What follows belongs to an exercise in optimizing a design on an open flow for small area; a production flow would make more cautious choices. The RTL was checked by simulation tests, not by an equivalence proof against the original design. Power and IR drop assume default switching activity.

==> flow/design.v (excerpt) <==
module yduck_soc (
	input wire clk,
	input wire rst,                  
	output wire [15:0] rom_addr,
	input wire [15:0] rom_data,
	input wire [15:0] gpio_in,
	output wire [15:0] gpio_out,
	output wire T0_PWM_P,
	output wire T0_PWM_N,
	output wire T1_PWM_P,
	output wire T1_PWM_N,
	input wire [3:0] intp_ext,
	input wire intp_s
);
localparam NF=4'h0, LD=4'h1, SV=4'h2, IN=4'h3, SW=4'h4, WR=4'h5, CR=4'h6, LA=4'h7,
           LO=4'h8, AD=4'h9, SB=4'ha, JW=4'hb, JA=4'hc, LL=4'hd, LR=4'he, TL=4'hf;
reg        rst_r;
reg [15:0] PC;
reg [15:0] rom_addr_r;
reg [15:0] DK;
reg [15:0] RX [2:14];
reg [15:0] idata_r;
reg        jpc, jpc_r, dwi;
reg        pcb_v;
reg [15:0] pcb_d;
reg [2:0]  state;
reg        sen;
reg [15:0] PC_r;
reg [15:0] mem [0:31];
reg [4:0]  ram_addr_r;
reg        ram_sel_r;
reg [15:0] rdata_r;
reg [15:0] gpio_in_reg, gpio_out_reg;
reg [15:0] TCTR, TATS0, TATS0_r, TCMP0, TCMP0_r, TCNT0, TATS1, TATS1_r, TCMP1, TCMP1_r, TCNT1;
reg        intp_T0, intp_T1;
reg [10:0] INTC;
reg [15:0] INT0, INT1;
reg [7:0]  intp_i_r, intp_i_rr;
reg        int_vld;
function [15:0] inc16(input [15:0] x);
	reg c;
	integer i;
	begin
		c = 1'b1;
		for (i = 0; i < 16; i = i + 1) begin
			inc16[i] = x[i] ^ c;
			c = c & x[i];
		end
	end
endfunction
assign rom_addr = rom_addr_r;
assign gpio_out = gpio_out_reg;
always @(posedge clk) rst_r <= rst;
always @(posedge clk) rom_addr_r <= PC;
localparam IDLE=3'h0, CPL=3'h1, WBK=3'h2, RIN=3'h3, IED=3'h4;
wire int_req = int_vld | intp_s;
always @(posedge clk) begin
	if (rst) begin
		sen <= 1'b0;
		state <= IDLE;
	end else begin
		if (int_req) begin
			sen <= 1'b1;
			state <= CPL;
			PC_r <= PC;
		end
		if (sen)
			if (state < IED)
				state <= state + 3'd1;
			else begin
				state <= IDLE;
				sen <= 1'b0;
			end
		else if (state != IDLE)
			state <= IDLE;
	end
end
wire wbk = (state == WBK);
  ...
export LEC_CHECK = 0
export ABC_AREA = 1
export CAP_MARGIN = 20
export CORE_MARGIN = 2
export CORE_UTILIZATION = 50
export SLEW_MARGIN = 20
create_clock -name core_clock -period 12.0 [get_ports {clk}]
standard.sh (not shown) runs the stock make flow with config.mk's settings and CLKGATE_MAP_FILE= SYNTH_SCRIPT=/design/flow/synth_recipe.tcl, a recipe that flattens the netlist after the stock synthesis.
==> flow/flow/run.sh <==
#!/bin/bash
# Layout flow: the standard flow (standard.sh) with these changes:
#  - synthesis: ABC maps the combinational logic for area (three rounds) and leaves buffering and gate
#    sizing to OpenROAD's repair steps. Flip-flops are mapped (dfflibmap) before ABC runs,
#    so the registers, their names and cell types are those of the standard synthesis.
#  - clock tree: clkbuf_16 sink clusters of up to 28 flops, no dummy balancing loads.
#  - port buffers: buf_2 cells; buf_4 and buf_6 not used.
# Each tool's output goes to the ORFS logs under orfs/logs; make's own output to make.log.
set -euo pipefail
W=$(pwd)
cat > "$W/abc_area_nobuf.script" <<'EOT'
&get -n
&st
&dch
&nf -R 1000 -p
&put
&get -n
&st
&dch
&nf -R 1000 -p
&put
&get -n
&st
&dch
&nf -R 1000 -p
&put
topo
EOT
{
	head -n 1 "$W/synth_recipe.tcl"
	echo "proc abc {args} { set i [lsearch \$args -script]; if {\$i >= 0} { lset args [expr {\$i+1}] $W/abc_area_nobuf.script }; yosys abc {*}\$args }"
	tail -n +2 "$W/synth_recipe.tcl"
} > "$W/area_synth.tcl"
# The platform's don't-use cells, plus the mid-size buffers, so that OpenROAD's repair
# steps buffer high-fanout nets with buf_2 cells.
DONT_USE="sky130_fd_sc_hd__probe_p_8 sky130_fd_sc_hd__probec_p_8 sky130_fd_sc_hd__lpflow_bleeder_1 sky130_fd_sc_hd__lpflow_clkbufkapwr_1 sky130_fd_sc_hd__lpflow_clkbufkapwr_16 sky130_fd_sc_hd__lpflow_clkbufkapwr_2 sky130_fd_sc_hd__lpflow_clkbufkapwr_4 sky130_fd_sc_hd__lpflow_clkbufkapwr_8 sky130_fd_sc_hd__lpflow_clkinvkapwr_1 sky130_fd_sc_hd__lpflow_clkinvkapwr_16 sky130_fd_sc_hd__lpflow_clkinvkapwr_2 sky130_fd_sc_hd__lpflow_clkinvkapwr_4 sky130_fd_sc_hd__lpflow_clkinvkapwr_8 sky130_fd_sc_hd__lpflow_decapkapwr_12 sky130_fd_sc_hd__lpflow_decapkapwr_3 sky130_fd_sc_hd__lpflow_decapkapwr_4 sky130_fd_sc_hd__lpflow_decapkapwr_6 sky130_fd_sc_hd__lpflow_decapkapwr_8 sky130_fd_sc_hd__lpflow_inputiso0n_1 sky130_fd_sc_hd__lpflow_inputiso0p_1 sky130_fd_sc_hd__lpflow_inputiso1n_1 sky130_fd_sc_hd__lpflow_inputiso1p_1 sky130_fd_sc_hd__lpflow_inputisolatch_1 sky130_fd_sc_hd__lpflow_isobufsrc_1 sky130_fd_sc_hd__lpflow_isobufsrc_16 sky130_fd_sc_hd__lpflow_isobufsrc_2 sky130_fd_sc_hd__lpflow_isobufsrc_4 sky130_fd_sc_hd__lpflow_isobufsrc_8 sky130_fd_sc_hd__lpflow_isobufsrckapwr_16 sky130_fd_sc_hd__lpflow_lsbuf_lh_hl_isowell_tap_1 sky130_fd_sc_hd__lpflow_lsbuf_lh_hl_isowell_tap_2 sky130_fd_sc_hd__lpflow_lsbuf_lh_hl_isowell_tap_4 sky130_fd_sc_hd__lpflow_lsbuf_lh_isowell_4 sky130_fd_sc_hd__lpflow_lsbuf_lh_isowell_tap_1 sky130_fd_sc_hd__lpflow_lsbuf_lh_isowell_tap_2 sky130_fd_sc_hd__lpflow_lsbuf_lh_isowell_tap_4 sky130_fd_sc_hd__buf_4 sky130_fd_sc_hd__buf_6"
bash "$W/standard.sh" SYNTH_SCRIPT="$W/area_synth.tcl" \
	CTS_ARGS="-sink_clustering_enable -repair_clock_nets -sink_clustering_size 28 -sink_clustering_max_diameter 80 -buf_list sky130_fd_sc_hd__clkbuf_16 -dont_use_dummy_load" \
	BUFFER_PORTS_ARGS="-buffer_cell sky130_fd_sc_hd__buf_2" \
	DONT_USE_CELLS="$DONT_USE" \
	finish > "$W/make.log" 2>&1
The baseline completed with no timing, DRC or antenna violations.
==> next run, changes <==
--- a/flow/design.v
+++ b/flow/design.v
@@ -76,39 +76,42 @@
 	end
 end
 wire wbk = (state == WBK);
 wire inp = (state == CPL) | (state == WBK) | (state == RIN);
 wire [15:0] idata = (jpc | jpc_r | dwi | inp) ? 16'h0 : rom_data;
 wire [3:0]  op_d  = idata[15:12];
 wire [3:0]  op2   = idata[7:4];
 wire        dsw_d = (op_d <= SW);
 wire        dsv   = (op_d == SV) | (dsw_d & (op2 == SV));
+wire        op2d_ok = (op2 == NF) | (op2 == SV) | (op2 == IN) | (op2 == SW);
+wire [3:0]  rb_d  = dsw_d ? (op2d_ok ? idata[3:0] : 4'h0) :
+                    ((op_d == CR) | (op_d == LA) | (op_d == LO)) ? idata[7:4] : 4'h1;
+reg  [3:0]  rb;
 always @(posedge clk) begin
 	if (rst_r) begin
 		idata_r <= 16'h0;
+		rb <= 4'h0;
 		jpc <= 1'b0;
 		jpc_r <= 1'b0;
 		dwi <= 1'b0;
 	end else begin
 		idata_r <= idata;
+		rb <= rb_d;
 		jpc <= (op_d == JA) | (op_d == JW);
 		jpc_r <= jpc;
 		dwi <= dsv;
 	end
 end
 wire [3:0] op    = idata_r[15:12];
 wire       dsw_r = (op <= SW);
 wire [7:0] imm   = idata_r[7:0];
 wire       int_jpc = jpc | wbk;
 wire [3:0] ra = idata_r[11:8];
-wire       op2r_ok = (idata_r[7:4] == NF) | (idata_r[7:4] == SV) | (idata_r[7:4] == IN) | (idata_r[7:4] == SW);
-wire [3:0] rb = dsw_r ? (op2r_ok ? idata_r[3:0] : 4'h0) :
-                ((op == CR) | (op == LA) | (op == LO)) ? idata_r[7:4] : 4'h1;
 wire [15:0] pc_rd = (int_jpc & pcb_v) ? pcb_d : PC;
 reg [15:0] a, b;
 integer n;
 always @(*) begin
 	a = (DK & {16{ra == 4'h1}}) | (pc_rd & {16{ra == 4'hf}});
 	b = (DK & {16{rb == 4'h1}}) | (pc_rd & {16{rb == 4'hf}});
 	for (n = 2; n <= 14; n = n + 1) begin
 		a = a | (RX[n] & {16{ra == n}});
 		b = b | (RX[n] & {16{rb == n}});
Effect: Clock-buffer cell count goes up by 2; via count stays flat; setup slack got worse by 58 ps; sequential power goes down by about 1%; total power goes down by 4.5%; routed wire length goes up by 1.5%; die area barely changes; final area is about the same.


Starting RTL as in the previous note.
export LEC_CHECK = 0
export ABC_AREA = 1
export CAP_MARGIN = 20
export CORE_MARGIN = 2
export CORE_UTILIZATION = 50
export SLEW_MARGIN = 20
create_clock -name core_clock -period 12.0 [get_ports {clk}]
==> flow/flow/run.sh <==
#!/bin/bash
# Layout flow: the standard flow (standard.sh) with these changes:
#  - synthesis: ABC maps the combinational logic for area and leaves buffering and gate
#    sizing to OpenROAD's repair steps. Flip-flops are mapped (dfflibmap) before ABC runs,
#    so the registers, their names and cell types are those of the standard synthesis.
#  - clock tree: clkbuf_16 sink clusters of up to 24 flops, no dummy balancing loads.
#  - port buffers: buf_2 cells.
# Each tool's output goes to the ORFS logs under orfs/logs; make's own output to make.log.
set -euo pipefail
W=$(pwd)
cat > "$W/abc_area_nobuf.script" <<'EOT'
&get -n
&st
&dch
&nf -R 1000 -p
&put
topo
EOT
{
	head -n 1 "$W/synth_recipe.tcl"
	echo "proc abc {args} { set i [lsearch \$args -script]; if {\$i >= 0} { lset args [expr {\$i+1}] $W/abc_area_nobuf.script }; yosys abc {*}\$args }"
	tail -n +2 "$W/synth_recipe.tcl"
} > "$W/area_synth.tcl"
bash "$W/standard.sh" SYNTH_SCRIPT="$W/area_synth.tcl" \
	CTS_ARGS="-sink_clustering_enable -repair_clock_nets -sink_clustering_size 24 -sink_clustering_max_diameter 70 -buf_list sky130_fd_sc_hd__clkbuf_16 -dont_use_dummy_load" \
	BUFFER_PORTS_ARGS="-buffer_cell sky130_fd_sc_hd__buf_2" \
	finish > "$W/make.log" 2>&1
Edit:
--- a/flow/design.v
+++ b/flow/design.v
@@ -196,24 +196,19 @@
 wire dk1 = ~dk0 & iwe1 & (iwa1 == 4'h1);
 wire [15:0] DKD = (idin0 & {16{dk0}}) | (idin1 & {16{dk1}}) | (DK & {16{~(dk0 | dk1)}});
 wire w0pc = iwe0 & (iwa0 == 4'hf);
 wire w1pc = iwe1 & (iwa1 == 4'hf);
 wire [15:0] wd0 = idin0 & {16{~rst}};
 wire [15:0] wd1 = idin1 & {16{~rst}};
-reg [15:0] sel0, sel1;      
 integer k;
-always @(*) begin
-	for (k = 0; k < 16; k = k + 1) begin
-		sel0[k] = iwe0 & (iwa0 == k);
-		sel1[k] = ~sel0[k] & iwe1 & (iwa1 == k);
-	end
-end
 always @(posedge clk) begin
-	DK <= (DK & {16{~rst & ~sel0[1] & ~sel1[1]}}) | (wd0 & {16{sel0[1]}}) | (wd1 & {16{sel1[1]}});
+	if (rst | (iwe0 & (iwa0 == 4'h1)) | (iwe1 & (iwa1 == 4'h1)))
+		DK <= (wd0 & {16{iwe0 & (iwa0 == 4'h1)}}) | (wd1 & {16{~(iwe0 & (iwa0 == 4'h1)) & iwe1 & (iwa1 == 4'h1)}});
 	for (k = 2; k <= 14; k = k + 1)
-		RX[k] <= (RX[k] & {16{~rst & ~sel0[k] & ~sel1[k]}}) | (wd0 & {16{sel0[k]}}) | (wd1 & {16{sel1[k]}});
+		if (rst | (iwe0 & (iwa0 == k)) | (iwe1 & (iwa1 == k)))
+			RX[k] <= (wd0 & {16{iwe0 & (iwa0 == k)}}) | (wd1 & {16{~(iwe0 & (iwa0 == k)) & iwe1 & (iwa1 == k)}});
 end
 always @(posedge clk) begin
 	if (rst) begin
 		PC <= 16'h0;
 		pcb_v <= 1'b0;
 	end else begin
Global-route usage climbs by 1.5 points.
Clock-buffer cell count rises by 2.
First-iteration DRC count went up by 3.8%.
Combinational power grows by 25%.
Synthesized cell count drops by 11%.
Routed wire length came out higher by about 7%.
Final cell count shrinks by 8.6%.
Via count shrinks by 3.2%.
Synthesized area came out higher by about 0.8%.
Die area is higher by about 0.8%.
Critical path depth increases by 6.
Flip-flop and latch count does not change.
Worst setup slack loses 0.081 ns.

## what the ideal ports hide
In the flow no input, the clock included, has a driving cell. The finished layouts below were timed again as built, in two steps. Step 1 assumes that a clkbuf_16 drives the clock port and a buf_2 every other input. Step 2 times the ports against the registers' clock, not the clock port: input delays grow and output delays shrink by t, the midpoint of the rising clock arrivals with the driver on. Slacks: ideal / step 1 / step 2; pairs: ideal / step 1.
| run | t, ns | setup slack, ns | pins driven straight from the clock port |
|---|---|---|---|
| the first run of note 1 | 0.736 | 0.601 / 0.601 / 0.601 | 1 |
| the second run of note 1 | 0.744 | 0.543 / 0.543 / 0.543 | 1 |
| the first run of note 2 | 0.756 | 0.771 / 0.771 / 0.771 | 1 |
| the second run of note 2 | 0.760 | 0.690 / 0.690 / 0.690 | 1 |
After both steps setup and hold are still met in every run listed.
